Source: an optimization exercise on an open RTL-to-GDS flow (aim: small area). Production flows keep margins and buffers that such runs may drop.
The RTL was checked by simulation tests, not by an equivalence proof against the original design.
No activity file was given, so power comes from the tool's default toggle rates.

==> 05-13 <==
==> flow/design.v <==
module seg4(
	input [3:0] D,
	output [6:0] S
);
assign S[0] = (~D[3] & ~D[2] & ~D[1] & D[0]) | (D[2] & ~D[1] & ~D[0]);
assign S[1] = (D[2] & D[1] & ~D[0]) | (D[2] & ~D[1] & D[0]);
assign S[2] = (~D[2] & D[1] & ~D[0]);
assign S[3] = (D[2] & ~D[1] & ~D[0]) | (~D[3] & ~D[2] & ~D[1] & D[0]) | (D[2] & D[1] & D[0]);
assign S[4] = (D[2] & ~D[1]) | (D[0]);
assign S[5] = (~D[2] & D[1]) | (~D[3] & ~D[2] & D[0]) | (D[1] & D[0]);
assign S[6] = (~D[3] & ~D[2] & ~D[1]) | (D[2] & D[1] & D[0]);
endmodule
module seg3(
	input [2:0] D,
	output [6:0] S
);
assign S[0] = (~D[2] & ~D[1] & D[0]) | (D[2] & ~D[0]);
assign S[1] = (D[2] & D[0]);
assign S[2] = (D[1] & ~D[0]);
assign S[3] = (~D[2] & ~D[1] & D[0]) | (D[2] & ~D[0]);
assign S[4] = (D[0]) | (D[2]);
assign S[5] = (~D[2] & D[0]) | (D[1]);
assign S[6] = (~D[2] & ~D[1]);
endmodule
module seg2(
	input [1:0] D,
	output [6:0] S
);
assign S[0] = (D[0]);
assign S[1] = 1'b0;
assign S[2] = (D[1]);
assign S[3] = (D[0]);
assign S[4] = (D[0]);
assign S[5] = (D[0]) | (D[1]);
assign S[6] = (~D[1]);
endmodule
module segw(
	input [2:0] D,
	output [6:0] S
);
assign S[0] = (~D[2] & ~D[1]) | (~D[1] & ~D[0]);
assign S[1] = (D[2] & ~D[1] & D[0]) | (D[2] & D[1] & ~D[0]);
assign S[2] = (~D[2] & ~D[0]);
assign S[3] = (~D[2] & ~D[1]) | (D[2] & D[1] & D[0]) | (~D[1] & ~D[0]);
assign S[4] = (D[0]) | (~D[1]);
assign S[5] = (~D[2]) | (D[1] & D[0]);
assign S[6] = (~D[2] & ~D[1]) | (D[2] & D[1] & D[0]);
endmodule
module Digital_clock(
input clk_50M,
input rst,
input alarm_SW,
input MODE_SW,
input AH_key,
input AM_key,
input SW_hour,
output [3:0] led_mode,
output  [7:0] HEX0,
output  [7:0] HEX1,
output  [7:0] HEX2,
output  [7:0] HEX3,
output  [7:0] HEX4,
output  [7:0] HEX5,
output  [7:0] HEX6
);
reg [9:0] cnt;
always @(posedge clk_50M)
	if (rst)
		cnt <= 10'd0;
	else if (cnt == 10'd1005)
		cnt <= 10'd5;
	else
		cnt <= cnt + 10'd1;
wire hold  = (cnt < 10'd5);
wire tick3 = (cnt == 10'd1004);	 
wire tick1 = (cnt == 10'd1002);	 
reg [1:0] m0, m1, m2, m3;
always @(posedge clk_50M) begin
	if (rst)
		m0 <= 2'd0;
	else
		m0 <= {alarm_SW, MODE_SW};
	m1 <= m0;
	m2 <= m1;
	m3 <= m2;
end
assign led_mode = {m1 == 2'd3, m1 == 2'd2, m1 == 2'd1, m1 == 2'd0};
reg [4:0] kh, km;
reg [2:0] sw;
always @(posedge clk_50M) begin
	kh <= {kh[3:0], AH_key};
	km <= {km[3:0], AM_key};
	sw <= {sw[1:0], SW_hour};
end
wire eh3 = ~kh[3] & kh[4];
wire em3 = ~km[3] & km[4];
wire eh2 = ~kh[2] & kh[3];
wire em2 = ~km[2] & km[3];
reg [3:0] s_o, m_o, h_o, am_o, ah_o;
reg [2:0] s_t, m_t;
reg [1:0] h_t, ah_t;
reg [2:0] am_t;
wire run  = tick3 & (m3 != 2'd1);
wire sett = (m3 == 2'd1);
wire seta = (m3 == 2'd3);
wire s59 = (s_t == 3'd5) & (s_o == 4'd9);
wire m59 = (m_t == 3'd5) & (m_o == 4'd9);
wire h23 = (h_t == 2'd2) & (h_o == 4'd3);
wire am59 = (am_t == 3'd5) & (am_o == 4'd9);
wire ah23 = (ah_t == 2'd2) & (ah_o == 4'd3);
wire s_inc = run;
wire m_inc = (run & s59) | (sett & em3);
wire h_inc = (run & s59 & m59) | (sett & eh3);
wire am_inc = seta & em3;
wire ah_inc = seta & eh3;
reg [3:0] ns_o, nm_o, nh_o, nam_o, nah_o;
reg [2:0] ns_t, nm_t, nam_t;
reg [1:0] nh_t, nah_t;
always @* begin
	ns_o = s_o; ns_t = s_t;
	if (s_inc) begin
		if (s_o == 4'd9) begin
			ns_o = 4'd0;
			ns_t = (s_t == 3'd5) ? 3'd0 : s_t + 3'd1;
		end else
			ns_o = s_o + 4'd1;
	end
	nm_o = m_o; nm_t = m_t;
	if (m_inc) begin
		if (m_o == 4'd9) begin
			nm_o = 4'd0;
			nm_t = (m_t == 3'd5) ? 3'd0 : m_t + 3'd1;
		end else
			nm_o = m_o + 4'd1;
	end
	nh_o = h_o; nh_t = h_t;
	if (h_inc) begin
		if (h23) begin
			nh_o = 4'd0; nh_t = 2'd0;
		end else if (h_o == 4'd9) begin
			nh_o = 4'd0; nh_t = h_t + 2'd1;
		end else
			nh_o = h_o + 4'd1;
	end
	nam_o = am_o; nam_t = am_t;
	if (am_inc) begin
		if (am_o == 4'd9) begin
			nam_o = 4'd0;
			nam_t = (am_t == 3'd5) ? 3'd0 : am_t + 3'd1;
		end else
			nam_o = am_o + 4'd1;
	end
	nah_o = ah_o; nah_t = ah_t;
	if (ah_inc) begin
		if (ah23) begin
			nah_o = 4'd0; nah_t = 2'd0;
		end else if (ah_o == 4'd9) begin
			nah_o = 4'd0; nah_t = ah_t + 2'd1;
		end else
			nah_o = ah_o + 4'd1;
	end
	if (hold) begin
		ns_o = 4'd0; ns_t = 3'd0;
		nm_o = 4'd9; nm_t = 3'd5;
		nh_o = 4'd2; nh_t = 2'd1;
		nam_o = 4'd9; nam_t = 3'd5;
		nah_o = 4'd1; nah_t = 2'd2;
	end
end
always @(posedge clk_50M) begin
	s_o <= ns_o; s_t <= ns_t;
	m_o <= nm_o; m_t <= nm_t;
	h_o <= nh_o; h_t <= nh_t;
	am_o <= nam_o; am_t <= nam_t;
	ah_o <= nah_o; ah_t <= nah_t;
end
wire ih = ((m3 == 2'd1) & eh3) | ((m2 == 2'd1) & eh2);
wire im = ((m3 == 2'd1) & em3) | ((m2 == 2'd1) & em2);
wire m58 = (m_t == 3'd5) & (m_o == 4'd8);
wire h22 = (h_t == 2'd2) & (h_o == 4'd2);
wire mok = im ? m58 : m59;
wire hok = ih ? h22 : h23;
wire wcarry = tick1 & (m1 != 2'd1) & s59 & mok & hok;
reg [2:0] wk;
always @(posedge clk_50M)
	if (hold)
		wk <= 3'd1;
	else if (wcarry)
		wk <= (wk == 3'd7) ? 3'd1 : wk + 3'd1;
reg [7:0] bc;
reg bl;
always @(posedge clk_50M)
	if (rst) begin
		bc <= 8'd0;
		bl <= 1'b0;
	end else if (bc == 8'd251) begin
		bc <= 8'd1;
		bl <= ~bl;
	end else
		bc <= bc + 8'd1;
wire ns_lt6 = (ns_t == 3'd0) & (ns_o < 4'd6);
wire nm0 = (nm_t == 3'd0) & (nm_o == 4'd0);
wire nal = (nah_t == nh_t) & (nah_o == nh_o) & (nam_t == nm_t) & (nam_o == nm_o);
wire blank = bl & ns_lt6 & (nal | nm0);
wire show_alarm = m3[1];
wire h12 = sw[2] & ((h_t == 2'd2) | ((h_t == 2'd1) & (h_o >= 4'd2)));
reg [3:0] dh_o;
reg [1:0] dh_t;
always @* begin
	if (show_alarm) begin
		dh_o = ah_o; dh_t = ah_t;
	end else if (h12) begin
		if (h_t == 2'd1) begin
			dh_o = h_o - 4'd2; dh_t = 2'd0;
		end else if (h_o >= 4'd2) begin
			dh_o = h_o - 4'd2; dh_t = 2'd1;
		end else begin
			dh_o = h_o + 4'd8; dh_t = 2'd0;
		end
	end else begin
		dh_o = h_o; dh_t = h_t;
	end
end
wire [3:0] d0 = show_alarm ? 4'd0 : s_o;
wire [3:0] d1 = show_alarm ? 4'd0 : {1'b0, s_t};
wire [3:0] d2 = show_alarm ? am_o : m_o;
wire [3:0] d3 = {1'b0, show_alarm ? am_t : m_t};
wire [3:0] d4 = dh_o;
wire [3:0] d5 = {2'b00, dh_t};
wire [6:0] g0, g1, g2, g3, g4, g5, g6;
seg4 u_g0(.D(d0), .S(g0));
seg3 u_g1(.D(d1[2:0]), .S(g1));
seg4 u_g2(.D(d2), .S(g2));
seg3 u_g3(.D(d3[2:0]), .S(g3));
seg4 u_g4(.D(d4), .S(g4));
seg2 u_g5(.D(d5[1:0]), .S(g5));
segw u_g6(.D(wk), .S(g6));
assign HEX0 = {1'b1, g0 | {7{blank}}};
assign HEX1 = {1'b1, g1 | {7{blank}}};
assign HEX2 = {1'b1, g2 | {7{blank}}};
assign HEX3 = {1'b1, g3 | {7{blank}}};
assign HEX4 = {1'b1, g4 | {7{blank}}};
assign HEX5 = {1'b1, g5 | {7{blank}}};
assign HEX6 = {1'b1, g6};
endmodule
==> flow/run.sh <==
#!/bin/bash
# synth_recipe.tcl (not shown) runs the flow's synth.tcl, then flattens the netlist and writes it again
# the make line also repeats each setting of config.mk as NAME=value (left out here)
make -C /OpenROAD-flow-scripts/flow DESIGN_CONFIG=/design/flow/config.mk WORK_HOME=/design/flow/orfs CLKGATE_MAP_FILE= SYNTH_SCRIPT=/design/flow/synth_recipe.tcl finish
==> flow/config.mk <==
export PLATFORM = sky130hd
export DESIGN_NAME = Digital_clock
export DESIGN_NICKNAME = Digital_clock
export VERILOG_FILES = /design/flow/design.v
export SDC_FILE = /design/flow/constraint.sdc
export NUM_CORES = 4
export LEC_CHECK = 0
export ABC_AREA = 1
export CAP_MARGIN = 20
export CORE_MARGIN = 2
export CORE_UTILIZATION = 70
export CTS_BUF_LIST = sky130_fd_sc_hd__clkbuf_4 sky130_fd_sc_hd__clkbuf_8
export CTS_CLUSTER_SIZE = 30
export PLACE_DENSITY = 0.8
export SLEW_MARGIN = 20
==> flow/constraint.sdc <==
create_clock -name core_clock -period 10.0 [get_ports {clk_50M}]
set_input_delay 2.0000 -clock core_clock [delete_from_list [all_inputs] [get_ports {clk_50M}]]
set_output_delay 2.0000 -clock core_clock [all_outputs]
set_load 0.01 [all_outputs]
==> 05-24: changes against 05-13 <==
==> flow/flow/run.sh (new file) <==
#!/bin/bash
# Own layout flow: the standard synthesis, then its combinational logic
# re-mapped for area (registers, their names and cell types unchanged), then
# the standard ORFS layout from floorplan on.
set -euo pipefail
here=$(pwd)
R=$here/orfs/results/$FLOW_PLATFORM/Digital_clock/base

# 1. standard synthesis
bash standard.sh synth > "$here/log_synth.txt" 2>&1

# 2. area re-mapping of the combinational logic
cp "$R/1_2_yosys.v" "$here/std_1_2_yosys.v"
RS_KEEP=$(grep -oE 'sky130_fd_sc_hd__(df|edf|sdf|dl)[a-z0-9_]*' "$here/std_1_2_yosys.v" | sort -u | tr '\n' ' ') \
RS_DONTUSE="$here/flow/dont_use.txt" RS_IN="$here/std_1_2_yosys.v" RS_OUT="$here/resynth.v" RS_TOP="$FLOW_TOP" \
RS_SCRIPT="$here/flow/area.abc" \
  yosys -c "$here/flow/resynth.tcl" > "$here/log_resynth.txt" 2>&1
cp "$here/resynth.v" "$R/1_2_yosys.v"
rm -f "$R/1_synth.odb" "$R/1_synth.sdc"

# 3. the rest of the standard flow, with small port buffers and a clock tree
#    of small buffers
bash standard.sh finish \
  "BUFFER_PORTS_ARGS=-buffer_cell sky130_fd_sc_hd__buf_1" \
  > "$here/log_layout.txt" 2>&1
==> flow/flow/area.abc (new file) <==
strash
&get -n
&deepsyn -J 100
&put
strash
&get -n
&dch -f
&nf -R 1000
&put
==> flow/flow/dont_use.txt (new file) <==
sky130_fd_sc_hd__lpflow_bleeder_1
sky130_fd_sc_hd__lpflow_clkbufkapwr_1
sky130_fd_sc_hd__lpflow_clkbufkapwr_16
sky130_fd_sc_hd__lpflow_clkbufkapwr_2
sky130_fd_sc_hd__lpflow_clkbufkapwr_4
sky130_fd_sc_hd__lpflow_clkbufkapwr_8
sky130_fd_sc_hd__lpflow_clkinvkapwr_1
sky130_fd_sc_hd__lpflow_clkinvkapwr_16
sky130_fd_sc_hd__lpflow_clkinvkapwr_2
sky130_fd_sc_hd__lpflow_clkinvkapwr_4
sky130_fd_sc_hd__lpflow_clkinvkapwr_8
sky130_fd_sc_hd__lpflow_decapkapwr_12
sky130_fd_sc_hd__lpflow_decapkapwr_3
sky130_fd_sc_hd__lpflow_decapkapwr_4
sky130_fd_sc_hd__lpflow_decapkapwr_6
sky130_fd_sc_hd__lpflow_decapkapwr_8
sky130_fd_sc_hd__lpflow_inputiso0n_1
sky130_fd_sc_hd__lpflow_inputiso0p_1
sky130_fd_sc_hd__lpflow_inputiso1n_1
sky130_fd_sc_hd__lpflow_inputiso1p_1
sky130_fd_sc_hd__lpflow_inputisolatch_1
sky130_fd_sc_hd__lpflow_isobufsrc_1
sky130_fd_sc_hd__lpflow_isobufsrc_16
sky130_fd_sc_hd__lpflow_isobufsrc_2
sky130_fd_sc_hd__lpflow_isobufsrc_4
sky130_fd_sc_hd__lpflow_isobufsrc_8
sky130_fd_sc_hd__lpflow_isobufsrckapwr_16
sky130_fd_sc_hd__lpflow_lsbuf_lh_hl_isowell_tap_1
sky130_fd_sc_hd__lpflow_lsbuf_lh_hl_isowell_tap_2
sky130_fd_sc_hd__lpflow_lsbuf_lh_hl_isowell_tap_4
sky130_fd_sc_hd__lpflow_lsbuf_lh_isowell_4
sky130_fd_sc_hd__lpflow_lsbuf_lh_isowell_tap_1
sky130_fd_sc_hd__lpflow_lsbuf_lh_isowell_tap_2
sky130_fd_sc_hd__lpflow_lsbuf_lh_isowell_tap_4
sky130_fd_sc_hd__probe_p_8
sky130_fd_sc_hd__probec_p_8
==> flow/flow/resynth.tcl (new file) <==
# Re-map the combinational logic of the standard synthesis for area.
# The flip-flops stay the cells (and names) the standard synthesis gave them.
yosys -import
set lib $::env(FLOW_HOME)/platforms/sky130hd/lib/sky130_fd_sc_hd__tt_025C_1v80.lib
read_liberty -overwrite -setattr liberty_cell -ignore_miss_func $lib
read_verilog $::env(RS_IN)
hierarchy -top $::env(RS_TOP)
setattr -mod -set keep_hierarchy 1 {*}$::env(RS_KEEP)
flatten
opt_clean -purge
set du {}
set f [open $::env(RS_DONTUSE)]
foreach c [split [string trim [read $f]] "\n"] { lappend du -dont_use $c }
close $f
abc -script $::env(RS_SCRIPT) -liberty $lib {*}$du
opt_clean -purge
hilomap -hicell sky130_fd_sc_hd__conb_1 HI -locell sky130_fd_sc_hd__conb_1 LO
splitnets
opt_clean -purge
insbuf -buf sky130_fd_sc_hd__buf_1 A X
check
stat -liberty $lib
blackbox =A:liberty_cell
write_verilog -noattr -nohex -nodec $::env(RS_OUT)
==> flow/standard.sh (new file) <==
#!/bin/bash
# synth_recipe.tcl (not shown) runs the flow's synth.tcl, then flattens the netlist and writes it again
# the make line also repeats each setting of config.mk as NAME=value (left out here)
make -C /OpenROAD-flow-scripts/flow DESIGN_CONFIG=/design/flow/config.mk WORK_HOME=/design/flow/orfs CLKGATE_MAP_FILE= SYNTH_SCRIPT=/design/flow/synth_recipe.tcl "${@:-finish}"
Settings changed: CTS_BUF_LIST sky130_fd_sc_hd__clkbuf_4 sky130_fd_sc_hd__clkbuf_8 to unset, CTS_CLUSTER_SIZE 30 to unset.
removed: flow/run.sh
==> qor summary <==
Run status: 05-13 no timing/DRC/antenna violations; 05-24 no timing/DRC/antenna violations
Power drawn by the clock network: 05-13 243 uW; 05-24 237 uW
Area of the core: 05-13 6790 sq um; 05-24 5070 sq um
Fraction of met1 tracks used by global routing: 05-13 36.9%; 05-24 36.6%
Worst min-delay path endpoint: 05-13 km[1]; 05-24 kh[1]
Count of plain and timing-repair buffers: 05-13 61; 05-24 60
Fill count: 05-13 468; 05-24 344
NumNets Final: 05-13 842; 05-24 526
Placed cell areas: 05-13 5470 sq um; 05-24 3940 sq um
Synthesis-to-finish area growth: 05-13 16.0%; 05-24 14.0%
Final weighted congestion in routability-driven placement: 05-13 0.969; 05-24 0.883
Commonest non-fill, non-tap cell in the layout: 05-13 sky130_fd_sc_hd__nand2_1; 05-24 sky130_fd_sc_hd__dfxtp_1
Via count: 05-13 4931; 05-24 3500
Max incr delay on CP: 05-13 1.04 ns; 05-24 0.66 ns
Standard cell with the maximum stage delay on the critical path: 05-13 sky130_fd_sc_hd__dfxtp_1; 05-24 sky130_fd_sc_hd__nor4_2
Die extent in y: 05-13 87.6 microns; 05-24 76.1 microns
Met3 GRT Util: 05-13 5.18%; 05-24 5.69%
Floorplan die area: 05-13 7670 sq um; 05-24 5790 sq um
Later-pin clock latency in the skew report: 05-13 0.36 ns; 05-24 0.35 ns
PnR Total Power: 05-13 619 uW; 05-24 582 uW

[static timing again, ports no longer ideal]
How much do the figures lean on ideal ports? The routed layouts below were timed once more, with nothing changed but the port constraints. Step 1 assumes that a clkbuf_16 drives the clock port and a buf_2 every other input. Step 2 also shifts input and output timing later by t, the mid clock arrival at the registers, as if the neighbouring blocks saw the same clock. Three values: no drivers, after step 1, after step 2; two values: the first two.
run | shift t [ns] | setup WS [ns] | worst setup path after step 2
05-13 | 0.376 | 3.739 / 3.710 / 4.086 | register to output
05-24 | 0.371 | 2.425 / 2.398 / 2.770 | register to output
After both steps every run listed still meets setup and hold.
